From an optimization exercise on the open Yosys and OpenROAD flow, aimed at small area, a short achievable clock period and few clock cycles per item; shortcuts taken in it are not production practice. Where RTL was checked, it was by simulation tests only, not by an equivalence proof against the original. For run 1, only the layout was checked, not whether the RTL still works. Power is estimated from default activity; no workload was simulated.

## flow/design.v (module list and top-level ports; edited modules follow where they fit)
// module part4_mac: 1309 lines
module part4_mac(clk, reset, a, b, f, valid_in, valid_out);
  // ...
==> flow/flow/run.sh <==
#!/bin/bash
# The standard layout, with one extra step between synthesis and
# floorplan: flow/bubble.py removes the inverters that Yosys's full-adder
# extraction leaves around full adders (a full adder is self-dual, so it can
# work on complemented inputs and give complemented outputs instead).
# Registers and the logic function are unchanged.
set -uo pipefail
R=$PWD/orfs/results/sky130hd/part4_mac/base
bash standard.sh synth > synth.log 2>&1 || exit 1
cp "$R/1_2_yosys.v" 1_2_yosys_standard.v
python3 flow/bubble.py 1_2_yosys_standard.v "$R/1_2_yosys.v" > bubble.log 2>&1 || exit 1
touch "$R/1_2_yosys.v"
bash standard.sh finish > standard.log 2>&1
==> flow/flow/bubble.py <==
#!/usr/bin/env python3
"""Remove inverters around full-adder cells in a flat Yosys netlist.

A full adder is self-dual: FA(~a, ~b, ~c) = (~sum, ~cout). Yosys's full-adder
extraction often builds adders whose inputs and outputs all go through
inverters. This pass removes every inverter that does not drive a port,
chooses for each full adder whether it works on true or complemented
signals so that as few signals as possible are needed in both polarities,
and puts back one inverter per signal that is still needed inverted.
The logic function of every register input and output port is unchanged.

usage: bubble.py netlist.v [out.v]
"""
import re
import sys
from collections import defaultdict

OUT_PINS = {'X', 'Y', 'Q', 'Q_N', 'SUM', 'COUT', 'HI', 'LO'}
src = open(sys.argv[1]).read()
dst = sys.argv[2] if len(sys.argv) > 2 else sys.argv[1]

m = re.search(r'^\s*module\s+(\S+)\s*\((.*?)\);', src, re.S | re.M)
top = m.group(1)
# port bit names
ports = set()
for d, rng, names in re.findall(r'^\s*(input|output|inout)\s*(\[\d+:\d+\])?\s*([^;]+);', src, re.M):
    for n in names.split(','):
        n = n.strip()
        if rng:
            hi, lo = map(int, rng[1:-1].split(':'))
            for i in range(min(hi, lo), max(hi, lo) + 1):
                ports.add(f'{n}[{i}]')
        else:
            ports.add(n)

inst_re = re.compile(r'^\s*(sky130_fd_sc_hd__\w+)\s+(\S+)\s*\((.*?)\);\s*$', re.S | re.M)
pin_re = re.compile(r'\.(\w+)\((.*?)\)\s*(?:,|$)', re.S)


raw = {}


def norm(net):
    r = net.strip()
    net = r
    if net.startswith('\\'):
        net = net[1:].strip()
    raw.setdefault(net, r + (' ' if r.startswith('\\') else ''))
    return net


def vname(net):
    """net name as written in Verilog"""
    if net in raw:
        return raw[net]
    if re.fullmatch(r'[A-Za-z_][A-Za-z0-9_$]*(\[\d+\])?', net):
        return net
    if re.fullmatch(r'.*\[\d+\]', net):
        b, i = re.fullmatch(r'(.*)(\[\d+\])', net).groups()
        if re.fullmatch(r'[A-Za-z_][A-Za-z0-9_$]*', b):
            return net
        return '\\' + b + ' ' + i
    return '\\' + net + ' '


insts = []
for mm in inst_re.finditer(src):
    typ, name, body = mm.groups()
    pins = [(p, norm(n)) for p, n in pin_re.findall(body)]
    insts.append({'type': typ, 'name': name, 'pins': pins, 'span': mm.span()})

driver = {}
for k, it in enumerate(insts):
    for p, n in it['pins']:
        if p in OUT_PINS:
            driver[n] = (k, p)


def is_inv(it):
    return re.match(r'sky130_fd_sc_hd__(clk)?inv_\d+$', it['type']) is not None


def is_fa(it):
    return re.match(r'sky130_fd_sc_hd__fa_\d+$', it['type']) is not None


def pin(it, p):
    for q, n in it['pins']:
        if q == p:
            return n
    return None


removable = set()
for k, it in enumerate(insts):
    if is_inv(it) and pin(it, 'Y') not in ports and pin(it, 'A') is not None:
        removable.add(k)

memo = {}


def base(net):
    """(base net, polarity) of a net, looking through removable inverters"""
    if net in memo:
        return memo[net]
    d = driver.get(net)
    if d is not None and d[0] in removable:
        b, p = base(pin(insts[d[0]], 'A'))
        r = (b, p ^ 1)
    else:
        r = (net, 0)
    memo[net] = r
    return r


fas = [k for k, it in enumerate(insts) if is_fa(it)]
flippable = set()
for k in fas:
    outs = [pin(insts[k], 'SUM'), pin(insts[k], 'COUT')]
    if not any(o in ports for o in outs if o):
        flippable.add(k)

flip = defaultdict(int)
phys = defaultdict(int)
cnt = defaultdict(lambda: [0, 0])
demands = []          # (inst, pin, base, pol)
by_inst = defaultdict(list)
for k, it in enumerate(insts):
    if k in removable:
        continue
    for p, n in it['pins']:
        if p in OUT_PINS or n == '' or "'" in n:
            continue
        b, pol = base(n)
        demands.append([k, p, b, pol])
        by_inst[k].append(len(demands) - 1)
        cnt[b][pol] += 1


def needs(b):
    return 1 if cnt[b][phys[b] ^ 1] > 0 else 0


before = sum(needs(b) for b in list(cnt))
changed = True
passes = 0
while changed and passes < 50:
    changed = False
    passes += 1
    for k in fas:
        if k not in flippable:
            continue
        it = insts[k]
        outs = [o for o in (pin(it, 'SUM'), pin(it, 'COUT')) if o]
        aff = set(demands[i][2] for i in by_inst[k]) | set(outs)
        old = sum(needs(b) for b in aff)
        for i in by_inst[k]:
            d = demands[i]
            cnt[d[2]][d[3]] -= 1
            d[3] ^= 1
            cnt[d[2]][d[3]] += 1
        for o in outs:
            phys[o] ^= 1
        new = sum(needs(b) for b in aff)
        if new < old:
            flip[k] ^= 1
            changed = True
        else:   # undo
            for i in by_inst[k]:
                d = demands[i]
                cnt[d[2]][d[3]] -= 1
                d[3] ^= 1
                cnt[d[2]][d[3]] += 1
            for o in outs:
                phys[o] ^= 1
after = sum(needs(b) for b in list(cnt))

# rebuild
invnet = {}
newinst = []
newwires = []
conn = {}
for k, p, b, pol in demands:
    if pol == phys[b]:
        conn[(k, p)] = b
    else:
        if b not in invnet:
            j = len(invnet)
            invnet[b] = f'bbl_n{j}'
            newwires.append(f'bbl_n{j}')
            newinst.append(f'  sky130_fd_sc_hd__inv_1 bbl_i{j} (\n    .A({vname(b)}),\n    .Y(bbl_n{j})\n  );\n')
        conn[(k, p)] = invnet[b]

out = []
pos = 0
for k, it in enumerate(insts):
    s, e = it['span']
    out.append(src[pos:s])
    pos = e
    if k in removable:
        continue
    lines = [f'  {it["type"]} {it["name"]} (']
    pl = []
    for p, n in it['pins']:
        n2 = conn.get((k, p), n)
        pl.append(f'    .{p}({vname(n2) if n2 else ""})')
    lines.append(',\n'.join(pl))
    lines.append('  );')
    out.append('\n'.join(lines))
rest = src[pos:]
i = rest.rfind('endmodule')
out.append(rest[:i] + ''.join(newinst) + rest[i:])
text = ''.join(out)
# declare the new wires after the module header
hdr_end = m.end()
decl = ''.join(f'  wire {w};\n' for w in newwires)
text = text[:hdr_end] + '\n' + decl + text[hdr_end:]
open(dst, 'w').write(text)
print(f'bubble: {len(removable)} inverters removed, {len(invnet)} added '
      f'({before} -> {after} by count), {sum(flip.values())} of {len(fas)} full adders flipped',
      file=sys.stderr)
==> flow/standard.sh <==
#!/bin/bash
# synth_recipe.tcl (not shown) runs the flow's synth.tcl, then flattens the netlist and writes it again
# the make line also repeats each setting of config.mk as NAME=value (left out here)
make -C /OpenROAD-flow-scripts/flow DESIGN_CONFIG=/design/flow/config.mk WORK_HOME=/design/flow/orfs CLKGATE_MAP_FILE= SYNTH_SCRIPT=/design/flow/synth_recipe.tcl "${@:-finish}"
==> flow/config.mk <==
export PLATFORM = sky130hd
export DESIGN_NAME = part4_mac
export DESIGN_NICKNAME = part4_mac
export VERILOG_FILES = /design/flow/design.v
export SDC_FILE = /design/flow/constraint.sdc
export NUM_CORES = 4
export LEC_CHECK = 0
export CAP_MARGIN = 20
export CORE_MARGIN = 2
export CORE_UTILIZATION = 65
export CTS_BUF_LIST = sky130_fd_sc_hd__clkbuf_4 sky130_fd_sc_hd__clkbuf_8
export PLACE_DENSITY = 0.75
export SETUP_SLACK_MARGIN = 3.1
export SLEW_MARGIN = 20
==> flow/constraint.sdc <==
create_clock -name core_clock -period 6.0 [get_ports {clk}]
set_input_delay 1.2000 -clock core_clock [delete_from_list [all_inputs] [get_ports {clk}]]
set_output_delay 1.2000 -clock core_clock [all_outputs]
set_load 0.01 [all_outputs]
==> out/summary.txt, run 1 <==
Status: no timing/DRC/antenna violations
Hold path depth: 0
First-pass GRT wire length: 35.7 mm
Layout area overhead: 23.9%
Final Hold Fails: 0
Layout non-clock buf frac: 0.108
Seq. cell area: 2630 um^2
CLK BUF: 19
CTS tree: yes
Worst rel slew slack: 0.440
Power in combinational cells: 4.48 mW
Slack of the critical path: 2.64 ns
Placed Instance Area: 9490 um^2
Post-CTS Setup Inserts: 40
P_seq: 1.35 mW
Crit Path Class: flop to flop
Gr busiest metal: met2
Final clock-cell share: 0.0363
Ys Warns: 1
Fmax: 0.298 GHz
Initial antenna violation count: 1
Crit path time final: 3.36 ns
Fin Setup TNS: 0 ns
CORE AREA: 13200 um^2
Sequential cell fraction of total power: 0.205
Signal buffers: 127
Max_cap viols: 0
Reg2reg path depth: 14
Placed cells: 1032
Largest net degree at the start of global routing: 17
Via count: 6738
Min-Delay Startpoint: sgn[0]$_DFF_P_
Slew of the pin with the lowest slew margin: 0.839 ns
Max FO, Critical Path: 7
RD Place Congestion: 0.902
Drt total wl: 23.4 mm
Biggest Area Class: multi-input gates
Cell depth of the worst setup path: 14
Leakage: 4.78 nW
Sinks on the clock net: 126
Max FFs per register: 28
Die Y: 120 um
# port buffers: 59
==> inputs of run 2 (changes only) <==
--- a/flow/design.v
+++ b/flow/design.v
@@ -385,199 +385,261 @@
   logic sap378;
   logic sap379;
   logic sap380;
   logic sap381;
   logic sap382;
   logic sap383;
   logic sap384;
   logic sap385;
-  logic sat386;
-  logic sat387;
-  logic sat388;
-  logic sat389;
-  logic sat390;
-  logic sat391;
-  logic sat392;
-  logic sat393;
-  logic sat394;
-  logic sat395;
-  logic sat396;
-  logic sat397;
-  logic sat398;
-  logic sat399;
-  logic sat400;
-  logic sat401;
-  logic sat402;
-  logic sat403;
-  logic sat404;
-  logic sat405;
-  logic sat406;
-  logic sat407;
-  logic sat408;
-  logic sat409;
-  logic sat410;
-  logic sat411;
-  logic sat412;
-  logic sat413;
+  logic saG386;
+  logic saP387;
+  logic saG388;
+  logic saP389;
+  logic saG390;
+  logic saP391;
+  logic saG392;
+  logic saP393;
+  logic saG394;
+  logic saP395;
+  logic saG396;
+  logic saP397;
+  logic saG398;
+  logic saP399;
+  logic saG400;
+  logic saP401;
+  logic saG402;
+  logic saP403;
+  logic saG404;
+  logic saP405;
+  logic saG406;
+  logic saP407;
+  logic saG408;
+  logic saP409;
+  logic saG410;
+  logic saP411;
+  logic saG412;
+  logic saP413;
   logic saG414;
-  logic saG415;
-  logic saP416;
-  logic saG417;
-  logic saP418;
-  logic saG419;
-  logic saP420;
-  logic saG421;
-  logic saP422;
-  logic saG423;
-  logic saP424;
-  logic saG425;
-  logic saP426;
-  logic saG427;
-  logic saP428;
-  logic saG429;
-  logic saP430;
-  logic saG431;
-  logic saP432;
-  logic saG433;
-  logic saP434;
-  logic saG435;
-  logic saP436;
-  logic saG437;
-  logic saP438;
-  logic saG439;
-  logic saP440;
-  logic saG441;
+  logic saP415;
+  logic saG416;
+  logic saP417;
+  logic saG418;
+  logic saP419;
+  logic saG420;
+  logic saP421;
+  logic saG422;
+  logic saP423;
+  logic saG424;
+  logic saP425;
+  logic saG426;
+  logic saP427;
+  logic saG428;
+  logic saP429;
+  logic saG430;
+  logic saP431;
+  logic saG432;
+  logic saP433;
+  logic saG434;
+  logic saP435;
+  logic saG436;
+  logic saP437;
+  logic saG438;
+  logic saP439;
+  logic saG440;
+  logic saP441;
   logic saG442;
-  logic saG443;
-  logic saP444;
-  logic saG445;
-  logic saP446;
-  logic saG447;
-  logic saP448;
-  logic saG449;
-  logic saP450;
-  logic saG451;
-  logic saP452;
-  logic saG453;
-  logic saP454;
-  logic saG455;
-  logic saP456;
-  logic saG457;
-  logic saP458;
-  logic saG459;
-  logic saP460;
-  logic saG461;
-  logic saP462;
-  logic saG463;
-  logic saP464;
-  logic saG465;
-  logic saP466;
-  logic saG467;
+  logic saP443;
+  logic saG444;
+  logic saP445;
+  logic saG446;
+  logic saP447;
+  logic saG448;
+  logic saP449;
+  logic saG450;
+  logic saP451;
+  logic saG452;
+  logic saP453;
+  logic saG454;
+  logic saP455;
+  logic saG456;
+  logic saP457;
+  logic saG458;
+  logic saP459;
+  logic saG460;
+  logic saP461;
+  logic saG462;
+  logic saP463;
+  logic saG464;
+  logic saP465;
+  logic saG466;
+  logic saP467;
   logic saG468;
-  logic saG469;
+  logic saP469;
   logic saG470;
-  logic saG471;
-  logic saP472;
-  logic saG473;
-  logic saP474;
-  logic saG475;
-  logic saP476;
-  logic saG477;
-  logic saP478;
-  logic saG479;
-  logic saP480;
-  logic saG481;
-  logic saP482;
-  logic saG483;
-  logic saP484;
-  logic saG485;
-  logic saP486;
-  logic saG487;
+  logic saP471;
+  logic saG472;
+  logic saP473;
+  logic saG474;
+  logic saP475;
+  logic saG476;
+  logic saP477;
+  logic saG478;
+  logic saP479;
+  logic saG480;
+  logic saP481;
+  logic saG482;
+  logic saP483;
+  logic saG484;
+  logic saP485;
+  logic saG486;
+  logic saP487;
   logic saG488;
-  logic saG489;
+  logic saP489;
   logic saG490;
-  logic saG491;
+  logic saP491;
   logic saG492;
-  logic saG493;
+  logic saP493;
   logic saG494;
-  logic saG495;
-  logic saP496;
-  logic saG497;
-  logic saP498;
-  logic saG499;
-  logic saP500;
-  logic saG501;
-  logic saP502;
-  logic saG503;
+  logic saP495;
+  logic saG496;
+  logic saP497;
+  logic saG498;
+  logic saP499;
+  logic saG500;
+  logic saP501;
+  logic saG502;
+  logic saP503;
   logic saG504;
-  logic saG505;
+  logic saP505;
   logic saG506;
-  logic saG507;
+  logic saP507;
   logic saG508;
-  logic saG509;
+  logic saP509;
   logic saG510;
-  logic saG511;
+  logic saP511;
   logic saG512;
-  logic saG513;
+  logic saP513;
   logic saG514;
-  logic sau515;
-  logic sas516;
-  logic sau517;
-  logic sas518;
-  logic sau519;
-  logic sas520;
-  logic sau521;
-  logic sas522;
-  logic sau523;
-  logic sas524;
-  logic sau525;
-  logic sas526;
-  logic sau527;
-  logic sas528;
-  logic sau529;
-  logic sas530;
-  logic sau531;
-  logic sas532;
-  logic sau533;
-  logic sas534;
-  logic sau535;
-  logic sas536;
-  logic sau537;
-  logic sas538;
-  logic sau539;
-  logic sas540;
-  logic sau541;
-  logic sas542;
-  logic sau543;
-  logic sas544;
-  logic sau545;
-  logic sas546;
-  logic sau547;
-  logic sas548;
-  logic sau549;
-  logic sas550;
-  logic sau551;
-  logic sas552;
-  logic sau553;
-  logic sas554;
-  logic sau555;
-  logic sas556;
-  logic sau557;
-  logic sas558;
-  logic sau559;
-  logic sas560;
-  logic sau561;
-  logic sas562;
-  logic sau563;
-  logic sas564;
-  logic sau565;
-  logic sas566;
-  logic sau567;
-  logic sas568;
+  logic saP515;
+  logic saG516;
+  logic saP517;
+  logic saG518;
+  logic saP519;
+  logic saG520;
+  logic saP521;
+  logic saG522;
+  logic saP523;
+  logic saG524;
+  logic saP525;
+  logic saG526;
+  logic saP527;
+  logic saG528;
+  logic saP529;
+  logic saG530;
+  logic saP531;
+  logic saG532;
+  logic saP533;
+  logic saG534;
+  logic saP535;
+  logic saG536;
+  logic saP537;
+  logic saG538;
+  logic saP539;
+  logic saG540;
+  logic saP541;
+  logic saG542;
+  logic saP543;
+  logic saG544;
+  logic saP545;
+  logic saG546;
+  logic saP547;
+  logic saG548;
+  logic saP549;
+  logic saG550;
+  logic saP551;
+  logic saG552;
+  logic saP553;
+  logic saG554;
+  logic saP555;
+  logic saG556;
+  logic saP557;
+  logic saG558;
+  logic saP559;
+  logic saG560;
+  logic saP561;
+  logic saG562;
+  logic saP563;
+  logic saG564;
+  logic saP565;
+  logic saG566;
+  logic saP567;
+  logic saG568;
+  logic saP569;
+  logic saG570;
+  logic saP571;
+  logic saG572;
+  logic saP573;
+  logic saG574;
+  logic saP575;
+  logic saG576;
+  logic saP577;
+  logic saG578;
+  logic saP579;
+  logic saG580;
+  logic saP581;
+  logic saG582;
+  logic saP583;
+  logic saG584;
+  logic saP585;
+  logic saG586;
+  logic saP587;
+  logic saG588;
+  logic saP589;
+  logic saG590;
+  logic saP591;
+  logic saG592;
+  logic saP593;
+  logic saG594;
+  logic saP595;
+  logic saG596;
+  logic saP597;
+  logic saG598;
+  logic saP599;
+  logic saG600;
+  logic saP601;
+  logic saG602;
+  logic saP603;
+  logic sas604;
+  logic sas605;
+  logic sas606;
+  logic sas607;
+  logic sas608;
+  logic sas609;
+  logic sas610;
+  logic sas611;
+  logic sas612;
+  logic sas613;
+  logic sas614;
+  logic sas615;
+  logic sas616;
+  logic sas617;
+  logic sas618;
+  logic sas619;
+  logic sas620;
+  logic sas621;
+  logic sas622;
+  logic sas623;
+  logic sas624;
+  logic sas625;
+  logic sas626;
+  logic sas627;
+  logic sas628;
+  logic sas629;
+  logic sas630;
   logic [27:0] accx;
   logic r1_c0_0;
   logic r1_c0_1;
   logic r1_c1_0;
   logic r1_c2_0;
   logic r1_c2_1;
   logic r1_c3_0;
   logic r1_c3_1;
@@ -1010,199 +1072,261 @@
   assign sap378 = s314 ^ c313;
   assign sap379 = s316 ^ c315;
   assign sap380 = s318 ^ c317;
   assign sap381 = s320 ^ c319;
   assign sap382 = s322 ^ c321;
   assign sap383 = s324 ^ c323;
   assign sap384 = s326 ^ c325;
   assign sap385 = s328 ^ c327;
-  assign sat386 = s274 | 1'b0;
-  assign sat387 = s276 | c275;
-  assign sat388 = s278 | c277;
-  assign sat389 = s280 | c279;
-  assign sat390 = s282 | c281;
-  assign sat391 = s284 | c283;
-  assign sat392 = s286 | c285;
-  assign sat393 = s288 | c287;
-  assign sat394 = s290 | c289;
-  assign sat395 = s292 | c291;
-  assign sat396 = s294 | c293;
-  assign sat397 = s296 | c295;
-  assign sat398 = s298 | c297;
-  assign sat399 = s300 | c299;
-  assign sat400 = s302 | c301;
-  assign sat401 = s304 | c303;
-  assign sat402 = s306 | c305;
-  assign sat403 = s308 | c307;
-  assign sat404 = s310 | c309;
-  assign sat405 = s312 | c311;
-  assign sat406 = s314 | c313;
-  assign sat407 = s316 | c315;
-  assign sat408 = s318 | c317;
-  assign sat409 = s320 | c319;
-  assign sat410 = s322 | c321;
-  assign sat411 = s324 | c323;
-  assign sat412 = s326 | c325;
-  assign sat413 = s328 | c327;
-  assign saG414 = sag331 | (sat386 & sag330);
-  assign saG415 = sag333 | (sat388 & sag332);
-  assign saP416 = sat388 & sat387;
-  assign saG417 = sag335 | (sat390 & sag334);
-  assign saP418 = sat390 & sat389;
-  assign saG419 = sag337 | (sat392 & sag336);
-  assign saP420 = sat392 & sat391;
-  assign saG421 = sag339 | (sat394 & sag338);
-  assign saP422 = sat394 & sat393;
-  assign saG423 = sag341 | (sat396 & sag340);
-  assign saP424 = sat396 & sat395;
-  assign saG425 = sag343 | (sat398 & sag342);
-  assign saP426 = sat398 & sat397;
-  assign saG427 = sag345 | (sat400 & sag344);
-  assign saP428 = sat400 & sat399;
-  assign saG429 = sag347 | (sat402 & sag346);
-  assign saP430 = sat402 & sat401;
-  assign saG431 = sag349 | (sat404 & sag348);
-  assign saP432 = sat404 & sat403;
-  assign saG433 = sag351 | (sat406 & sag350);
-  assign saP434 = sat406 & sat405;
-  assign saG435 = sag353 | (sat408 & sag352);
-  assign saP436 = sat408 & sat407;
-  assign saG437 = sag355 | (sat410 & sag354);
-  assign saP438 = sat410 & sat409;
-  assign saG439 = sag357 | (sat412 & sag356);
-  assign saP440 = sat412 & sat411;
-  assign saG441 = sag332 | (sat387 & saG414);
-  assign saG442 = saG415 | (saP416 & saG414);
-  assign saG443 = sag336 | (sat391 & saG417);
-  assign saP444 = sat391 & saP418;
-  assign saG445 = saG419 | (saP420 & saG417);
-  assign saP446 = saP420 & saP418;
-  assign saG447 = sag340 | (sat395 & saG421);
-  assign saP448 = sat395 & saP422;
-  assign saG449 = saG423 | (saP424 & saG421);
-  assign saP450 = saP424 & saP422;
-  assign saG451 = sag344 | (sat399 & saG425);
-  assign saP452 = sat399 & saP426;
-  assign saG453 = saG427 | (saP428 & saG425);
-  assign saP454 = saP428 & saP426;
-  assign saG455 = sag348 | (sat403 & saG429);
-  assign saP456 = sat403 & saP430;
-  assign saG457 = saG431 | (saP432 & saG429);
-  assign saP458 = saP432 & saP430;
-  assign saG459 = sag352 | (sat407 & saG433);
-  assign saP460 = sat407 & saP434;
-  assign saG461 = saG435 | (saP436 & saG433);
-  assign saP462 = saP436 & saP434;
-  assign saG463 = sag356 | (sat411 & saG437);
-  assign saP464 = sat411 & saP438;
-  assign saG465 = saG439 | (saP440 & saG437);
-  assign saP466 = saP440 & saP438;
-  assign saG467 = sag334 | (sat389 & saG442);
-  assign saG468 = saG417 | (saP418 & saG442);
-  assign saG469 = saG443 | (saP444 & saG442);
-  assign saG470 = saG445 | (saP446 & saG442);
-  assign saG471 = sag342 | (sat397 & saG449);
-  assign saP472 = sat397 & saP450;
-  assign saG473 = saG425 | (saP426 & saG449);
-  assign saP474 = saP426 & saP450;
-  assign saG475 = saG451 | (saP452 & saG449);
-  assign saP476 = saP452 & saP450;
-  assign saG477 = saG453 | (saP454 & saG449);
-  assign saP478 = saP454 & saP450;
-  assign saG479 = sag350 | (sat405 & saG457);
-  assign saP480 = sat405 & saP458;
-  assign saG481 = saG433 | (saP434 & saG457);
-  assign saP482 = saP434 & saP458;
-  assign saG483 = saG459 | (saP460 & saG457);
-  assign saP484 = saP460 & saP458;
-  assign saG485 = saG461 | (saP462 & saG457);
-  assign saP486 = saP462 & saP458;
-  assign saG487 = sag338 | (sat393 & saG470);
-  assign saG488 = saG421 | (saP422 & saG470);
-  assign saG489 = saG447 | (saP448 & saG470);
-  assign saG490 = saG449 | (saP450 & saG470);
-  assign saG491 = saG471 | (saP472 & saG470);
-  assign saG492 = saG473 | (saP474 & saG470);
-  assign saG493 = saG475 | (saP476 & saG470);
-  assign saG494 = saG477 | (saP478 & saG470);
-  assign saG495 = sag354 | (sat409 & saG485);
-  assign saP496 = sat409 & saP486;
-  assign saG497 = saG437 | (saP438 & saG485);
-  assign saP498 = saP438 & saP486;
-  assign saG499 = saG463 | (saP464 & saG485);
-  assign saP500 = saP464 & saP486;
-  assign saG501 = saG465 | (saP466 & saG485);
-  assign saP502 = saP466 & saP486;
-  assign saG503 = sag346 | (sat401 & saG494);
-  assign saG504 = saG429 | (saP430 & saG494);
-  assign saG505 = saG455 | (saP456 & saG494);
-  assign saG506 = saG457 | (saP458 & saG494);
-  assign saG507 = saG479 | (saP480 & saG494);
-  assign saG508 = saG481 | (saP482 & saG494);
-  assign saG509 = saG483 | (saP484 & saG494);
-  assign saG510 = saG485 | (saP486 & saG494);
-  assign saG511 = saG495 | (saP496 & saG494);
-  assign saG512 = saG497 | (saP498 & saG494);
-  assign saG513 = saG499 | (saP500 & saG494);
-  assign saG514 = saG501 | (saP502 & saG494);
-  assign sau515 = sap359 ^ sat386;
-  assign sas516 = sag330 ? sau515 : sap359;
-  assign sau517 = sap360 ^ sat387;
-  assign sas518 = saG414 ? sau517 : sap360;
-  assign sau519 = sap361 ^ sat388;
-  assign sas520 = saG441 ? sau519 : sap361;
-  assign sau521 = sap362 ^ sat389;
-  assign sas522 = saG442 ? sau521 : sap362;
-  assign sau523 = sap363 ^ sat390;
-  assign sas524 = saG467 ? sau523 : sap363;
-  assign sau525 = sap364 ^ sat391;
-  assign sas526 = saG468 ? sau525 : sap364;
-  assign sau527 = sap365 ^ sat392;
-  assign sas528 = saG469 ? sau527 : sap365;
-  assign sau529 = sap366 ^ sat393;
-  assign sas530 = saG470 ? sau529 : sap366;
-  assign sau531 = sap367 ^ sat394;
-  assign sas532 = saG487 ? sau531 : sap367;
-  assign sau533 = sap368 ^ sat395;
-  assign sas534 = saG488 ? sau533 : sap368;
-  assign sau535 = sap369 ^ sat396;
-  assign sas536 = saG489 ? sau535 : sap369;
-  assign sau537 = sap370 ^ sat397;
-  assign sas538 = saG490 ? sau537 : sap370;
-  assign sau539 = sap371 ^ sat398;
-  assign sas540 = saG491 ? sau539 : sap371;
-  assign sau541 = sap372 ^ sat399;
-  assign sas542 = saG492 ? sau541 : sap372;
-  assign sau543 = sap373 ^ sat400;
-  assign sas544 = saG493 ? sau543 : sap373;
-  assign sau545 = sap374 ^ sat401;
-  assign sas546 = saG494 ? sau545 : sap374;
-  assign sau547 = sap375 ^ sat402;
-  assign sas548 = saG503 ? sau547 : sap375;
-  assign sau549 = sap376 ^ sat403;
-  assign sas550 = saG504 ? sau549 : sap376;
-  assign sau551 = sap377 ^ sat404;
-  assign sas552 = saG505 ? sau551 : sap377;
-  assign sau553 = sap378 ^ sat405;
-  assign sas554 = saG506 ? sau553 : sap378;
-  assign sau555 = sap379 ^ sat406;
-  assign sas556 = saG507 ? sau555 : sap379;
-  assign sau557 = sap380 ^ sat407;
-  assign sas558 = saG508 ? sau557 : sap380;
-  assign sau559 = sap381 ^ sat408;
-  assign sas560 = saG509 ? sau559 : sap381;
-  assign sau561 = sap382 ^ sat409;
-  assign sas562 = saG510 ? sau561 : sap382;
-  assign sau563 = sap383 ^ sat410;
-  assign sas564 = saG511 ? sau563 : sap383;
-  assign sau565 = sap384 ^ sat411;
-  assign sas566 = saG512 ? sau565 : sap384;
-  assign sau567 = sap385 ^ sat412;
-  assign sas568 = saG513 ? sau567 : sap385;
+  assign saG386 = sag331 | (sap359 & sag330);
+  assign saP387 = sap359 & sap358;
+  assign saG388 = sag332 | (sap360 & sag331);
+  assign saP389 = sap360 & sap359;
+  assign saG390 = sag333 | (sap361 & sag332);
+  assign saP391 = sap361 & sap360;
+  assign saG392 = sag334 | (sap362 & sag333);
+  assign saP393 = sap362 & sap361;
+  assign saG394 = sag335 | (sap363 & sag334);
+  assign saP395 = sap363 & sap362;
+  assign saG396 = sag336 | (sap364 & sag335);
+  assign saP397 = sap364 & sap363;
+  assign saG398 = sag337 | (sap365 & sag336);
+  assign saP399 = sap365 & sap364;
+  assign saG400 = sag338 | (sap366 & sag337);
+  assign saP401 = sap366 & sap365;
+  assign saG402 = sag339 | (sap367 & sag338);
+  assign saP403 = sap367 & sap366;
+  assign saG404 = sag340 | (sap368 & sag339);
+  assign saP405 = sap368 & sap367;
+  assign saG406 = sag341 | (sap369 & sag340);
+  assign saP407 = sap369 & sap368;
+  assign saG408 = sag342 | (sap370 & sag341);
+  assign saP409 = sap370 & sap369;
+  assign saG410 = sag343 | (sap371 & sag342);
+  assign saP411 = sap371 & sap370;
+  assign saG412 = sag344 | (sap372 & sag343);
+  assign saP413 = sap372 & sap371;
+  assign saG414 = sag345 | (sap373 & sag344);
+  assign saP415 = sap373 & sap372;
+  assign saG416 = sag346 | (sap374 & sag345);
+  assign saP417 = sap374 & sap373;
+  assign saG418 = sag347 | (sap375 & sag346);
+  assign saP419 = sap375 & sap374;
+  assign saG420 = sag348 | (sap376 & sag347);
+  assign saP421 = sap376 & sap375;
+  assign saG422 = sag349 | (sap377 & sag348);
+  assign saP423 = sap377 & sap376;
+  assign saG424 = sag350 | (sap378 & sag349);
+  assign saP425 = sap378 & sap377;
+  assign saG426 = sag351 | (sap379 & sag350);
+  assign saP427 = sap379 & sap378;
+  assign saG428 = sag352 | (sap380 & sag351);
+  assign saP429 = sap380 & sap379;
+  assign saG430 = sag353 | (sap381 & sag352);
+  assign saP431 = sap381 & sap380;
+  assign saG432 = sag354 | (sap382 & sag353);
+  assign saP433 = sap382 & sap381;
+  assign saG434 = sag355 | (sap383 & sag354);
+  assign saP435 = sap383 & sap382;
+  assign saG436 = sag356 | (sap384 & sag355);
+  assign saP437 = sap384 & sap383;
+  assign saG438 = sag357 | (sap385 & sag356);
+  assign saP439 = sap385 & sap384;
+  assign saG440 = saG388 | (saP389 & sag330);
+  assign saP441 = saP389 & sap358;
+  assign saG442 = saG390 | (saP391 & saG386);
+  assign saP443 = saP391 & saP387;
+  assign saG444 = saG392 | (saP393 & saG388);
+  assign saP445 = saP393 & saP389;
+  assign saG446 = saG394 | (saP395 & saG390);
+  assign saP447 = saP395 & saP391;
+  assign saG448 = saG396 | (saP397 & saG392);
+  assign saP449 = saP397 & saP393;
+  assign saG450 = saG398 | (saP399 & saG394);
+  assign saP451 = saP399 & saP395;
+  assign saG452 = saG400 | (saP401 & saG396);
+  assign saP453 = saP401 & saP397;
+  assign saG454 = saG402 | (saP403 & saG398);
+  assign saP455 = saP403 & saP399;
+  assign saG456 = saG404 | (saP405 & saG400);
+  assign saP457 = saP405 & saP401;
+  assign saG458 = saG406 | (saP407 & saG402);
+  assign saP459 = saP407 & saP403;
+  assign saG460 = saG408 | (saP409 & saG404);
+  assign saP461 = saP409 & saP405;
+  assign saG462 = saG410 | (saP411 & saG406);
+  assign saP463 = saP411 & saP407;
+  assign saG464 = saG412 | (saP413 & saG408);
+  assign saP465 = saP413 & saP409;
+  assign saG466 = saG414 | (saP415 & saG410);
+  assign saP467 = saP415 & saP411;
+  assign saG468 = saG416 | (saP417 & saG412);
+  assign saP469 = saP417 & saP413;
+  assign saG470 = saG418 | (saP419 & saG414);
+  assign saP471 = saP419 & saP415;
+  assign saG472 = saG420 | (saP421 & saG416);
+  assign saP473 = saP421 & saP417;
+  assign saG474 = saG422 | (saP423 & saG418);
+  assign saP475 = saP423 & saP419;
+  assign saG476 = saG424 | (saP425 & saG420);
+  assign saP477 = saP425 & saP421;
+  assign saG478 = saG426 | (saP427 & saG422);
+  assign saP479 = saP427 & saP423;
+  assign saG480 = saG428 | (saP429 & saG424);
+  assign saP481 = saP429 & saP425;
+  assign saG482 = saG430 | (saP431 & saG426);
+  assign saP483 = saP431 & saP427;
+  assign saG484 = saG432 | (saP433 & saG428);
+  assign saP485 = saP433 & saP429;
+  assign saG486 = saG434 | (saP435 & saG430);
+  assign saP487 = saP435 & saP431;
+  assign saG488 = saG436 | (saP437 & saG432);
+  assign saP489 = saP437 & saP433;
+  assign saG490 = saG438 | (saP439 & saG434);
+  assign saP491 = saP439 & saP435;
+  assign saG492 = saG444 | (saP445 & sag330);
+  assign saP493 = saP445 & sap358;
+  assign saG494 = saG446 | (saP447 & saG386);
+  assign saP495 = saP447 & saP387;
+  assign saG496 = saG448 | (saP449 & saG440);
+  assign saP497 = saP449 & saP441;
+  assign saG498 = saG450 | (saP451 & saG442);
+  assign saP499 = saP451 & saP443;
+  assign saG500 = saG452 | (saP453 & saG444);
+  assign saP501 = saP453 & saP445;
+  assign saG502 = saG454 | (saP455 & saG446);
+  assign saP503 = saP455 & saP447;
+  assign saG504 = saG456 | (saP457 & saG448);
+  assign saP505 = saP457 & saP449;
+  assign saG506 = saG458 | (saP459 & saG450);
+  assign saP507 = saP459 & saP451;
+  assign saG508 = saG460 | (saP461 & saG452);
+  assign saP509 = saP461 & saP453;
+  assign saG510 = saG462 | (saP463 & saG454);
+  assign saP511 = saP463 & saP455;
+  assign saG512 = saG464 | (saP465 & saG456);
+  assign saP513 = saP465 & saP457;
+  assign saG514 = saG466 | (saP467 & saG458);
+  assign saP515 = saP467 & saP459;
+  assign saG516 = saG468 | (saP469 & saG460);
+  assign saP517 = saP469 & saP461;
+  assign saG518 = saG470 | (saP471 & saG462);
+  assign saP519 = saP471 & saP463;
+  assign saG520 = saG472 | (saP473 & saG464);
+  assign saP521 = saP473 & saP465;
+  assign saG522 = saG474 | (saP475 & saG466);
+  assign saP523 = saP475 & saP467;
+  assign saG524 = saG476 | (saP477 & saG468);
+  assign saP525 = saP477 & saP469;
+  assign saG526 = saG478 | (saP479 & saG470);
+  assign saP527 = saP479 & saP471;
+  assign saG528 = saG480 | (saP481 & saG472);
+  assign saP529 = saP481 & saP473;
+  assign saG530 = saG482 | (saP483 & saG474);
+  assign saP531 = saP483 & saP475;
+  assign saG532 = saG484 | (saP485 & saG476);
+  assign saP533 = saP485 & saP477;
+  assign saG534 = saG486 | (saP487 & saG478);
+  assign saP535 = saP487 & saP479;
+  assign saG536 = saG488 | (saP489 & saG480);
+  assign saP537 = saP489 & saP481;
+  assign saG538 = saG490 | (saP491 & saG482);
+  assign saP539 = saP491 & saP483;
+  assign saG540 = saG500 | (saP501 & sag330);
+  assign saP541 = saP501 & sap358;
+  assign saG542 = saG502 | (saP503 & saG386);
+  assign saP543 = saP503 & saP387;
+  assign saG544 = saG504 | (saP505 & saG440);
+  assign saP545 = saP505 & saP441;
+  assign saG546 = saG506 | (saP507 & saG442);
+  assign saP547 = saP507 & saP443;
+  assign saG548 = saG508 | (saP509 & saG492);
+  assign saP549 = saP509 & saP493;
+  assign saG550 = saG510 | (saP511 & saG494);
+  assign saP551 = saP511 & saP495;
+  assign saG552 = saG512 | (saP513 & saG496);
+  assign saP553 = saP513 & saP497;
+  assign saG554 = saG514 | (saP515 & saG498);
+  assign saP555 = saP515 & saP499;
+  assign saG556 = saG516 | (saP517 & saG500);
+  assign saP557 = saP517 & saP501;
+  assign saG558 = saG518 | (saP519 & saG502);
+  assign saP559 = saP519 & saP503;
+  assign saG560 = saG520 | (saP521 & saG504);
+  assign saP561 = saP521 & saP505;
+  assign saG562 = saG522 | (saP523 & saG506);
+  assign saP563 = saP523 & saP507;
+  assign saG564 = saG524 | (saP525 & saG508);
+  assign saP565 = saP525 & saP509;
+  assign saG566 = saG526 | (saP527 & saG510);
+  assign saP567 = saP527 & saP511;
+  assign saG568 = saG528 | (saP529 & saG512);
+  assign saP569 = saP529 & saP513;
+  assign saG570 = saG530 | (saP531 & saG514);
+  assign saP571 = saP531 & saP515;
+  assign saG572 = saG532 | (saP533 & saG516);
+  assign saP573 = saP533 & saP517;
+  assign saG574 = saG534 | (saP535 & saG518);
+  assign saP575 = saP535 & saP519;
+  assign saG576 = saG536 | (saP537 & saG520);
+  assign saP577 = saP537 & saP521;
+  assign saG578 = saG538 | (saP539 & saG522);
+  assign saP579 = saP539 & saP523;
+  assign saG580 = saG556 | (saP557 & sag330);
+  assign saP581 = saP557 & sap358;
+  assign saG582 = saG558 | (saP559 & saG386);
+  assign saP583 = saP559 & saP387;
+  assign saG584 = saG560 | (saP561 & saG440);
+  assign saP585 = saP561 & saP441;
+  assign saG586 = saG562 | (saP563 & saG442);
+  assign saP587 = saP563 & saP443;
+  assign saG588 = saG564 | (saP565 & saG492);
+  assign saP589 = saP565 & saP493;
+  assign saG590 = saG566 | (saP567 & saG494);
+  assign saP591 = saP567 & saP495;
+  assign saG592 = saG568 | (saP569 & saG496);
+  assign saP593 = saP569 & saP497;
+  assign saG594 = saG570 | (saP571 & saG498);
+  assign saP595 = saP571 & saP499;
+  assign saG596 = saG572 | (saP573 & saG540);
+  assign saP597 = saP573 & saP541;
+  assign saG598 = saG574 | (saP575 & saG542);
+  assign saP599 = saP575 & saP543;
+  assign saG600 = saG576 | (saP577 & saG544);
+  assign saP601 = saP577 & saP545;
+  assign saG602 = saG578 | (saP579 & saG546);
+  assign saP603 = saP579 & saP547;
+  assign sas604 = sap359 ^ sag330;
+  assign sas605 = sap360 ^ saG386;
+  assign sas606 = sap361 ^ saG440;
+  assign sas607 = sap362 ^ saG442;
+  assign sas608 = sap363 ^ saG492;
+  assign sas609 = sap364 ^ saG494;
+  assign sas610 = sap365 ^ saG496;
+  assign sas611 = sap366 ^ saG498;
+  assign sas612 = sap367 ^ saG540;
+  assign sas613 = sap368 ^ saG542;
+  assign sas614 = sap369 ^ saG544;
+  assign sas615 = sap370 ^ saG546;
+  assign sas616 = sap371 ^ saG548;
+  assign sas617 = sap372 ^ saG550;
+  assign sas618 = sap373 ^ saG552;
+  assign sas619 = sap374 ^ saG554;
+  assign sas620 = sap375 ^ saG580;
+  assign sas621 = sap376 ^ saG582;
+  assign sas622 = sap377 ^ saG584;
+  assign sas623 = sap378 ^ saG586;
+  assign sas624 = sap379 ^ saG588;
+  assign sas625 = sap380 ^ saG590;
+  assign sas626 = sap381 ^ saG592;
+  assign sas627 = sap382 ^ saG594;
+  assign sas628 = sap383 ^ saG596;
+  assign sas629 = sap384 ^ saG598;
+  assign sas630 = sap385 ^ saG600;
   logic [1:0] v;       
   logic [0:0] rd;      
   logic take;
   assign take = valid_in & ~reset;
   always_ff @(posedge clk) begin
     a_r <= take ? a : 14'd0;    
     neg_r[0] <= b[1];
     one_r[0] <= b[0] ^ 1'b0;
@@ -1291,17 +1415,17 @@
     rd <= reset;
   end
   logic [27:0] sum, raw;
   logic ovp, ovn, zr, clr, keep, ovp_n, ovn_n;
   assign clr = reset | (|rd);
   assign accx[26:0] = {27{ovp}} | (raw[26:0] & {27{keep}});
   assign accx[27] = ovn | (raw[27] & ~ovp & ~zr);
   assign f = accx;
-  assign sum = {sas568, sas566, sas564, sas562, sas560, sas558, sas556, sas554, sas552, sas550, sas548, sas546, sas544, sas542, sas540, sas538, sas536, sas534, sas532, sas530, sas528, sas526, sas524, sas522, sas520, sas518, sas516, sap358};
+  assign sum = {sas630, sas629, sas628, sas627, sas626, sas625, sas624, sas623, sas622, sas621, sas620, sas619, sas618, sas617, sas616, sas615, sas614, sas613, sas612, sas611, sas610, sas609, sas608, sas607, sas606, sas605, sas604, sap358};
   assign ovp_n = ~clr & ~accx[27] & ~sp_r & sum[27];
   assign ovn_n = ~clr & accx[27] & sp_r & ~sum[27];
   always_ff @(posedge clk) begin
     raw <= sum;
     zr <= clr;
     ovp <= ovp_n;
     ovn <= ovn_n;
     keep <= ~clr & ~ovn_n;    
--- a/flow/config.mk
+++ b/flow/config.mk
@@ -7,8 +7,9 @@
 export LEC_CHECK = 0
 export CAP_MARGIN = 20
 export CORE_MARGIN = 2
 export CORE_UTILIZATION = 65
 export CTS_BUF_LIST = sky130_fd_sc_hd__clkbuf_4 sky130_fd_sc_hd__clkbuf_8
 export PLACE_DENSITY = 0.75
 export SETUP_SLACK_MARGIN = 3.1
 export SLEW_MARGIN = 20
+export TNS_END_PERCENT = 10
==> run 2 against run 1 <==
  * Critical endpoint is now raw[24]$_DFF_P_
  * Still clean on timing, DRC and antenna
  * Sequential power is essentially flat
  * Wire length shrank 17%
  * Global-route usage fell by 1.6 points
  * Utilization fell by 5.1 points
  * Largest power group unchanged
==> out/summary.txt, run 2 <==
Worst rel slew slack: 0.392 (was 0.440)
Fill cells: 841 (was 772)
Internal power: 3.16 mW (was 3.60 mW)
Leakage: 3.91 nW (was 4.78 nW)
Antenna-violating nets left: 0 (unchanged)
Sw power: 2.40 mW (was 2.97 mW)
Seq. cell area: 2560 um^2 (was 2630 um^2)
Number of CTS-inserted buffers: 17 (unchanged)
Largest net degree at the start of global routing: 18 (was 17)
NumNets Final: 994 (was 1132)
Ant. Diodes: 0 (unchanged)
Crit path to: raw[24]$_DFF_P_ (was raw[17]$_DFF_P_)
Clock latency (worst-skew pair): 0.45 ns (was 0.46 ns)
Fmax: 0.317 GHz (was 0.298 GHz)
Io pins: 60 (unchanged)
Reg clk slew, reported paths: 0.08 ns (about the same)
Initial Util: 0.661 (was 0.663)
Finished Cell Area: 9690 um^2 (was 10900 um^2)
Vias in the first global route: 5990 (was 6851)
Share of layout cells above drive strength 1: 0.127 (was 0.217)
Initial antenna violation count: 0 (was 1)
Required time worst endpoint: 6.33 ns (about the same)
Worst path cell trace: buf_12, a21o_1, fa_1, ha_1, nand2_1, o211a_1, or3b_1, a311o_1, a21oi_2, a221oi_2, xnor2_1 (was buf_12, a21o_1, fa_1, inv_2, ha_4, nor4_4, o31ai_4, a211oi_4, buf_4, a31oi_4, buf_4, nor2_4, o21bai_1, xnor2_1)
Root buf cell: clkbuf_8 (unchanged)
Placed Instance Area: 9000 um^2 (was 9490 um^2)
Slew of the pin with the lowest slew margin: 0.911 ns (was 0.839 ns)
RR Startpoint: keep$_DFF_P_ (was ovp$_DFF_P_)
CP max stage cell: fa_1 (unchanged)
Slowest cell delay on critical path: 0.42 ns (was 0.57 ns)
Sw Ratio: 0.431 (was 0.452)
Clk pwr share: 0.149 (was 0.113)
DRT iter0 DRCs: 645 (was 771)
Ys Warns: 1 (unchanged)
Layout area overhead: 16.7% (was 23.9%)
Slew Limit Fails: 0 (unchanged)
Die Y: 117 um (was 120 um)
Routed WL per cell: 19.1 um (was 20.7 um)
RR Endpoint: raw[24]$_DFF_P_ (was raw[17]$_DFF_P_)
Total track usage: 0.306 (was 0.322)
Final Hold Fails: 0 (unchanged)
Grt total ovfl: 0 (unchanged)
First-pass GRT wire length: 31.3 mm (was 35.7 mm)
Worst R2R Setup Slack: 2.84 ns (was 2.64 ns)
Period Utilization, post-route: 0.526 (was 0.560)
WHS: 0.360 ns (was 0.330 ns)
H-tree levels: 4 (unchanged)
Sequential cell fraction of total power: 0.245 (was 0.205)
Most frequent cells in the layout: dfxtp_1, a22oi_1, fa_1 (was dfxtp_1, fa_1, a22oi_1, inv_1, xnor2_1)
Max FFs per register: 28 (unchanged)
Comb pwr share: 0.606 (was 0.682)
DR DRC count: 0 (unchanged)
Via count: 6001 (was 6738)
Hold Buf Count CTS: 0 (unchanged)
Fin Setup TNS: 0 ns (unchanged)
Crit Path Class: flop to flop (unchanged)
Unrepaired setup endpoints after global routing: yes (unchanged)
Commonest non-fill, non-tap cell in the layout: dfxtp_1 (unchanged)
Worst Setup SP: keep$_DFF_P_ (was ovp$_DFF_P_)
CORE AREA: 12600 um^2 (was 13200 um^2)
Peak supply drop: 0.000302 V (was 0.000326 V)
Finish-stage setup viols: 0 (unchanged)
Placed cells: 981 (was 1032)
# rows: 41 (was 42)
RD Place Congestion: 0.956 (was 0.902)
Multi-input gate area: 5610 um^2 (was 6130 um^2)
Status: no timing/DRC/antenna violations (unchanged)
Drt total wl: 19.5 mm (was 23.4 mm)
Clock Skew: 0.0107 ns (was 0.0131 ns)
Max FO, Critical Path: 10 (was 7)
# port buffers: 59 (unchanged)
DR vias/cell: 5.88 (was 5.95)
Die width: 117 um (was 120 um)
Syn_nets: 960 (was 1036)
Reg2reg path depth: 11 (was 14)
Post-Layout Cell Count: 1020 (was 1132)
Synth Area per Inst: 10.4 um^2 (about the same)
Synthesized area: 8300 um^2 (was 8780 um^2)
CTS tree: yes (unchanged)
Critical path data arrival time: 3.49 ns (was 3.69 ns)
TritonRoute pass-1 iters: 7 (was 6)
Worst min path class: flop to flop (unchanged)
Full die area: 13700 um^2 (was 14500 um^2)
Maximum clock path buffer count: 2 (unchanged)
Pwr Density: 574 nW/um^2 (was 604 nW/um^2)
Top Registers: raw (28), a_r (14) (unchanged)
DP HPWL: 14.2 mm (was 14.8 mm)
Max_cap viols: 0 (unchanged)
Endpoint type of the worst setup path: flop (unchanged)
Crit path time final: 3.16 ns (was 3.36 ns)
Startpoint types: flop (unchanged)
Top reg by flops: raw (unchanged)
Sinks on the clock net: 126 (unchanged)
Mapped Cells: 801 (was 847)
==> run 2: critical path: cells and delay by family (launching register included) <==
family	cells	cell delay, ns
buffers and inverters	1	0.14
AO/OA/AOI/OAI	5	1.08
XOR/XNOR	1	0.13
AND/OR/NAND/NOR	2	0.49
adder cells (fa/ha/maj)	2	0.83
flip-flops	1	0.37
==> run 2: metal layers <==
metal | vias to the layer above | share of wire | global-route usage | wire [um]
li1 | 2790 | - | - | -
met1 | 2890 | 0.44 | 0.418 | 8660
met2 | 279 | 0.47 | 0.495 | 9170
met3 | 42 | 0.070 | 0.0767 | 1370
met4 | 0 | 0.015 | 0.0753 | 297
met5 | - | 0 | 0 | 0
==> run 2: stage by stage <==
stage                     utilization  setup slack, ns  total power [mW]
after global routing            0.771             2.74              6.00
after global placement          0.716             2.44              4.43
after detailed placement        0.716             2.43              4.52
after floorplan                     -             2.94              3.71
after CTS                       0.764             2.86              5.45
final                           0.771             2.84              5.56
==> run 2: worst min-delay path by stage <==
stage,to,cells after the start,start
after global routing,sgn[1]$_DFF_P_,0,sgn[0]$_DFF_P_
after CTS,sgn[1]$_DFF_P_,0,sgn[0]$_DFF_P_
after detailed placement,sgn[1]$_DFF_P_,0,sgn[0]$_DFF_P_
after global placement,sgn[1]$_DFF_P_,0,sgn[0]$_DFF_P_
final,sgn[1]$_DFF_P_,0,sgn[0]$_DFF_P_
after floorplan,sgn[1]$_DFF_P_,0,sgn[0]$_DFF_P_
==> run 2: power by group through the flow <==
| stage | clock network [mW] | registers (mW) | logic [mW] |
|---|---|---|---|
| 6_report | 0.828 | 1.36 | 3.37 |
| 5_1_grt | 0.877 | 1.39 | 3.74 |
| 4_1_cts | 0.838 | 1.36 | 3.26 |
| 3_5_place_dp | 0 | 1.37 | 3.15 |
| 3_3_place_gp | 0 | 1.37 | 3.06 |
| 2_1_floorplan | 0 | 1.26 | 2.45 |
==> run 2: what timing repair did <==
| item | CTS | global route |
|---|---|---|
| hold endpoints to repair | 0 | 0 |
| gates resized for setup | 49 | 12 |
| setup endpoints to repair | 62 | 62 |
| pin swaps | 11 | 2 |
| setup buffers | 3 | 3 |
| cloned | 1 | 0 |
==> run 2: layout make-up <==
| type | count | share of cell area |
|---|---|---|
| Multi-Input combinational cell | 584 | 0.579 |
| Sequential cell | 126 | 0.265 |
| Timing Repair Buffer | 68 | 0.0736 |
| Clock buffer | 20 | 0.0271 |
| Tap cell | 172 | 0.0222 |
| Clock inverter | 12 | 0.0190 |
| Inverter | 38 | 0.0147 |
Testbench counts of run 2, summed over its fixed seeds: cycles 4,824, items 4,800.
==> inputs of run 3 (changes only) <==
--- a/flow/config.mk
+++ b/flow/config.mk
@@ -10,6 +10,6 @@
 export CORE_UTILIZATION = 65
 export CTS_BUF_LIST = sky130_fd_sc_hd__clkbuf_4 sky130_fd_sc_hd__clkbuf_8
 export PLACE_DENSITY = 0.75
-export SETUP_SLACK_MARGIN = 3.1
+export SETUP_SLACK_MARGIN = 2.9
 export SLEW_MARGIN = 20
 export TNS_END_PERCENT = 10
==> run 3 against run 2 <==
  * Still clean on timing, DRC and antenna
  * Utilization increased by 0.12 points
  * Fmax fell by 3.5%
  * Cell count about the same
  * Critical path depth up 2
  * Combinational power hardly changed
  * Non-clock buffer count rose by 2
  * Worst setup slack lost 0.11 ns
  * Synthesized area did not move
  * Hold slack got worse by 0.0086 ns
  * Wire length fell by 0.24%
  * Sequential cell count stayed put
  * Critical endpoint is now ovn$_DFF_P_
  * Largest cell class unchanged
  * Largest power group unchanged
==> out/summary.txt, run 3 <==
Status: no timing/DRC/antenna violations (unchanged)
Finish-stage setup viols: 0 (unchanged)
Leakage: 3.92 nW (was 3.91 nW)
Fmax: 0.306 GHz (was 0.317 GHz)
Max FO, Critical Path: 5 (was 10)
CORE AREA: 12600 um^2 (unchanged)
Die width: 117 um (unchanged)
CTS tree: yes (unchanged)
Required time worst endpoint: 6.35 ns (was 6.33 ns)
# port buffers: 59 (unchanged)
Worst min path class: flop to flop (unchanged)
Via count: 6139 (was 6001)
Fill cells: 843 (was 841)
H-tree levels: 4 (unchanged)
Power, Total: 5.53 mW (was 5.56 mW)
RD Place Congestion: 0.969 (was 0.956)
Initial Util: 0.661 (unchanged)
Total track usage: 0.295 (was 0.306)
Mapped Cells: 801 (unchanged)
Multi-input gate area: 5580 um^2 (was 5610 um^2)
Seq. cell area: 2590 um^2 (was 2560 um^2)
Minimum setup slack after placement: 2.33 ns (was 2.43 ns)
Clock latency (worst-skew pair): 0.44 ns (was 0.45 ns)
Crit path time final: 3.27 ns (was 3.16 ns)
DR DRC count: 0 (unchanged)
Final Hold Fails: 0 (unchanged)
# rows: 41 (unchanged)
Commonest non-fill, non-tap cell in the layout: dfxtp_1 (unchanged)
Maximum clock path buffer count: 2 (unchanged)
First-pass GRT wire length: 30.5 mm (was 31.3 mm)
DR vias/cell: 6.01 (was 5.88)
Number of CTS-inserted buffers: 17 (unchanged)
Fin Setup TNS: 0 ns (unchanged)
Synthesized area: 8300 um^2 (unchanged)
Root buf cell: clkbuf_8 (unchanged)
DRT iter0 DRCs: 634 (was 645)
Slew Limit Fails: 0 (unchanged)
Share of layout cells above drive strength 1: 0.118 (was 0.127)
Io pins: 60 (unchanged)
Ant. Diodes: 0 (unchanged)
Slew of the pin with the lowest slew margin: 0.900 ns (was 0.911 ns)
Worst rel slew slack: 0.399 (was 0.392)
Endpoint type of the worst setup path: flop (unchanged)
Top reg by flops: raw (unchanged)
Full die area: 13700 um^2 (unchanged)
Die Y: 117 um (unchanged)
DP HPWL: 13.8 mm (was 14.2 mm)
Pwr Density: 570 nW/um^2 (was 574 nW/um^2)
Ys Warns: 1 (unchanged)
Startpoint types: flop (unchanged)
Routed WL per cell: 19.1 um (about the same)
Top Registers: raw (28), a_r (14) (unchanged)
Crit Path Class: flop to flop (unchanged)
Antenna-violating nets left: 0 (unchanged)
Syn_nets: 960 (unchanged)
Most frequent cells in the layout: dfxtp_1, a22oi_1, fa_1 (unchanged)
Hold Buf Count CTS: 0 (unchanged)
Layout area overhead: 16.8% (was 16.7%)
NumNets Final: 996 (was 994)
TritonRoute pass-1 iters: 6 (was 7)
Grt total ovfl: 0 (unchanged)
Initial antenna violation count: 0 (unchanged)
Synth Area per Inst: 10.4 um^2 (unchanged)
Sinks on the clock net: 126 (unchanged)
Largest net degree at the start of global routing: 22 (was 18)
Unrepaired setup endpoints after global routing: yes (unchanged)
WHS: 0.352 ns (was 0.360 ns)
Vias in the first global route: 6049 (was 5990)
Critical path data arrival time: 3.62 ns (was 3.49 ns)
Period Utilization, post-route: 0.545 (was 0.526)
Peak supply drop: 0.000242 V (was 0.000302 V)
Max FFs per register: 28 (unchanged)
Max_cap viols: 0 (unchanged)
Drt total wl: 19.5 mm (about the same)
Clock Skew: 0.00938 ns (was 0.0107 ns)
Slack of the critical path: 2.73 ns (was 2.84 ns)
Reg clk slew, reported paths: 0.07 ns (was 0.08 ns)
Final Util: 0.772 (was 0.771)
[run 3: cell type report]
type | count | area share
sequential | 126 | 0.267
inverter | 38 | 0.0147
multi-input combinational | 584 | 0.575
timing repair buffer | 70 | 0.0738
tap | 172 | 0.0222
clock inverter | 11 | 0.0196
clock buffer | 20 | 0.0271
[run 3: final timing paths]
check,startpoint,end,slack [ns],depth (start not counted)
worst min register to register,sgn[0]$_DFF_P_,sgn[1]$_DFF_P_,0.35,0
worst min-delay path,sgn[0]$_DFF_P_,sgn[1]$_DFF_P_,0.35,0
worst max-delay path,keep$_DFF_P_,ovn$_DFF_P_,2.73,13
worst max register to register,keep$_DFF_P_,ovn$_DFF_P_,2.73,13
[run 3: critical path, cell delays in order, from the launching register on]
cell and delay, ns:
dfxtp_4 0.38, buf_12 0.14, a21o_1 0.21, fa_1 0.57
ha_4 0.22, and2_4 0.13, a221o_1 0.32, o211ai_1 0.20
buf_4 0.17, o211ai_1 0.11, nor3_2 0.24, xor2_1 0.10
buf_4 0.17, nor3_1 0.22
[run 3: layer usage]
metal / up-vias / global-route usage / routed length (um)
met5: - / 0 / 0
met2: 346 / 0.459 / 8900
met1: 2956 / 0.406 / 8390
met4: 0 / 0.115 / 417
met3: 36 / 0.0649 / 1750
li1: 2801 / - / -
[run 3: report_power, final]
group,switching (mW),internal [mW]
Clock,0.328,0.511
Combinational,1.83,1.52
Sequential,0.197,1.15
[run 3: timing repair]
item,4_1_cts,5_1_grt
cloned,0,1
pin swaps,3,16
buffers inserted,4,4
gates resized for setup,36,30
endpoints found under the setup margin,59,30
[run 3: stage by stage]
| stage | std cells | instance area [um^2] |
|---|---|---|
| 2_1_floorplan | 801 | 8350 |
| 3_5_place_dp | 981 | 8950 |
| 4_1_cts | 1016 | 9510 |
| 5_1_grt | 1021 | 9700 |
| 3_3_place_gp | 981 | 8950 |
| 6_report | 1021 | 9700 |
==> inputs of run 4 (changes only) <==
--- a/flow/config.mk
+++ b/flow/config.mk
@@ -7,9 +7,9 @@
 export LEC_CHECK = 0
 export CAP_MARGIN = 20
 export CORE_MARGIN = 2
-export CORE_UTILIZATION = 65
+export CORE_UTILIZATION = 75
 export CTS_BUF_LIST = sky130_fd_sc_hd__clkbuf_4 sky130_fd_sc_hd__clkbuf_8
-export PLACE_DENSITY = 0.75
-export SETUP_SLACK_MARGIN = 2.9
+export PLACE_DENSITY = 0.85
+export SETUP_SLACK_MARGIN = 3.1
 export SLEW_MARGIN = 20
 export TNS_END_PERCENT = 10
==> run 4 against run 3 <==
  * Still clean on timing, DRC and antenna
  * Combinational power increased by 13%
  * Non-clock buffer count increased by 4
  * Sequential share of layout area decreased by 0.25 points
  * Clock-buffer cell count decreased by 2
  * Critical path depth decreased by 1
  * Synthesized area unchanged
  * Via count increased by 15%
  * Critical path type unchanged
  * Largest power group unchanged
==> out/summary.txt, run 4 <==
Status: no timing/DRC/antenna violations (unchanged)
H-tree levels: 4 (unchanged)
Via count: 7034 (was 6139)
Placed cells: 949 (was 981)
Top Family by Delay on Critical Path: adder cells (was compound AO/OA/AOI/OAI gates)
Commonest non-fill, non-tap cell in the layout: dfxtp_1 (unchanged)
Synth Area per Inst: 10.4 um^2 (unchanged)
Die width: 109 um (was 117 um)
Share of layout cells above drive strength 1: 0.129 (was 0.118)
Number of CTS-inserted buffers: 17 (unchanged)
CP max stage cell: fa_1 (unchanged)
Most frequent cells in the layout: dfxtp_1, a22oi_1, fa_1 (unchanged)
Worst rel slew slack: 0.400 (was 0.399)
Ys Warns: 1 (unchanged)
Final Hold Fails: 0 (unchanged)
Startpoint types: flop (unchanged)
Largest net degree at the start of global routing: 28 (was 22)
Worst min path class: flop to flop (unchanged)
Root buf cell: clkbuf_8 (unchanged)
Maximum clock path buffer count: 2 (unchanged)
# port buffers: 59 (unchanged)
Post-Layout Cell Count: 994 (was 1021)
Grt total ovfl: 0 (unchanged)
Syn_nets: 960 (unchanged)
Max_cap viols: 0 (unchanged)
Io pins: 60 (unchanged)
Clock Skew: 0.0107 ns (was 0.00938 ns)
Required time worst endpoint: 6.38 ns (was 6.35 ns)
First-pass GRT wire length: 36.4 mm (was 30.5 mm)
Die Y: 109 um (was 117 um)
Slowest cell delay on critical path: 0.52 ns (was 0.57 ns)
RD Place Congestion: 0.936 (was 0.969)
Max FFs per register: 28 (unchanged)
Slew Limit Fails: 0 (unchanged)
Max FO, Critical Path: 7 (was 5)
Worst path cell trace: clkbuf_16, a21o_1, fa_1, ha_2, nand4_1, nor3_2, nand2_1, o211ai_1, nor3_2, xor2_1, buf_4, xnor2_1 (was buf_12, a21o_1, fa_1, ha_4, and2_4, a221o_1, o211ai_1, buf_4, o211ai_1, nor3_2, xor2_1, buf_4, nor3_1)
Ant. Diodes: 0 (unchanged)
Reg clk slew, reported paths: 0.08 ns (was 0.07 ns)
DRT iter0 DRCs: 1112 (was 634)
Crit path buffers/inverters: 2 (was 3)
Sinks on the clock net: 126 (unchanged)
Layout area overhead: 16.6% (was 16.8%)
Fin Setup TNS: 0 ns (unchanged)
Clock latency (worst-skew pair): 0.47 ns (was 0.44 ns)
CTS tree: yes (unchanged)
Period Utilization, post-route: 0.578 (was 0.545)
Initial antenna violation count: 0 (unchanged)
Critical path data arrival time: 3.84 ns (was 3.62 ns)
Initial Util: 0.766 (was 0.661)
Finish-stage setup viols: 0 (unchanged)
DR vias/cell: 7.08 (was 6.01)
Top reg by flops: raw (unchanged)
CORE AREA: 10800 um^2 (was 12600 um^2)
Leakage: 3.92 nW (about the same)
Full die area: 11900 um^2 (was 13700 um^2)
DP HPWL: 14.6 mm (was 13.8 mm)
Fmax: 0.289 GHz (was 0.306 GHz)
Synthesized area: 8300 um^2 (unchanged)
Top Registers: raw (28), a_r (14) (unchanged)
Peak supply drop: 0.000526 V (was 0.000242 V)
DR DRC count: 0 (unchanged)
Unrepaired setup endpoints after global routing: yes (unchanged)
NumNets Final: 1000 (was 996)
# rows: 38 (was 41)
Total track usage: 0.412 (was 0.295)
Slew of the pin with the lowest slew margin: 0.899 ns (was 0.900 ns)
Routed WL per cell: 26.2 um (was 19.1 um)
Crit Path Class: flop to flop (unchanged)
Vias in the first global route: 6791 (was 6049)
Crit-path most repeated cell: nor3_2
Drt total wl: 26.0 mm (was 19.5 mm)
Endpoint type of the worst setup path: flop (unchanged)
Crit path time final: 3.47 ns (was 3.27 ns)
Antenna-violating nets left: 0 (unchanged)
TritonRoute pass-1 iters: 10 (was 6)
Pwr Density: 615 nW/um^2 (was 570 nW/um^2)
Mapped Cells: 801 (unchanged)
[run 4: cell types whose count changed in the layout (fill, tap and decap cells not counted), moves of 3 or more]
cell      previous run  this run
ha_4                 5         8
clkinv_4             0         4
dfxtp_2             14        26
dfxtp_4             14         2
buf_4                8        11
[run 4: per-layer routing]
metal / up-vias / track usage / wire, um
met3: 252 / 0.112 / 3300
met5: - / 0 / 0
met2: 712 / 0.671 / 11700
li1: 2809 / - / -
met1: 3261 / 0.509 / 8860
met4: 0 / 0.202 / 2200
[run 4: path summary, 6_finish.rpt]
kind / slack (ns) / from / cells past startpoint / to
setup / recovery: 2.53 / keep$_DFF_P_ / 12 / raw[27]$_DFF_P_
hold / removal: 0.35 / sgn[0]$_DFF_P_ / 0 / sgn[1]$_DFF_P_
setup reg to reg: 2.53 / keep$_DFF_P_ / 12 / raw[27]$_DFF_P_
hold reg to reg: 0.35 / sgn[0]$_DFF_P_ / 0 / sgn[1]$_DFF_P_
[run 4: final cells by class]
type                            instances  area (um^2)
Inverter                               38          143
Clock buffer                           18          241
Multi-Input combinational cell        584         5620
Fill cell                             449         1160
Timing Repair Buffer                   74          763
Clock inverter                         14          169
Sequential cell                       126         2560
Tap cell                              140          175
[run 4: power breakdown]
part           internal [mW]  total, mW  switching (mW)
Combinational           1.64       3.80            2.15
Sequential              1.15       1.38           0.230
Clock                  0.415      0.777           0.362
[run 4: metrics by stage]
stage               hold WS, ns  area, um^2  utilization  total power, mW  setup WS (ns)
floorplan                 0.310        8490            -             3.71           2.94
global placement          0.312        8960        0.827             4.37           2.65
detailed placement        0.324        8960        0.827             4.53           2.43
CTS                       0.346        9510        0.877             5.45           2.82
global route              0.363        9680        0.893             6.23           2.54
finish                    0.345        9680        0.893             5.95           2.53
[run 4: what timing repair did]
item | CTS | global route
hold buffers | 0 | 0
setup buffers | 5 | 6
setup endpoints to repair | 66 | 66
endpoints found under the hold margin | 0 | 0
pin swaps | 10 | 5
gates resized for setup | 41 | 16
gates cloned | 0 | 2

re-timing with driven ports:
The flow's constraints put no driver on any port. The routed layouts listed below were extracted and timed again, unchanged, in two steps.
Step 1, drivers: a clkbuf_16 drives clk and a buf_2 each remaining input, both assumed.
Step 2 adds t to the input delays and takes it off the output delays; t is the mean of the earliest and latest rising clock arrival at the registers after step 1. Input paths then give back, and output paths get back, about the clock's delay inside the block.
a / b / c = no drivers / after step 1 / after step 2; a / b = the first two.
run	t, ns	setup slack, ns	slew at the worst register clock pin (ns)
run 1	0.491	2.642 / 2.642 / 2.642	0.08 / 0.08
run 2	0.483	2.843 / 2.843 / 2.843	0.08 / 0.08
run 3	0.470	2.729 / 2.729 / 2.729	0.08 / 0.08
run 4	0.506	2.535 / 2.535 / 2.535	0.08 / 0.08
After both steps every run listed still meets setup and hold.
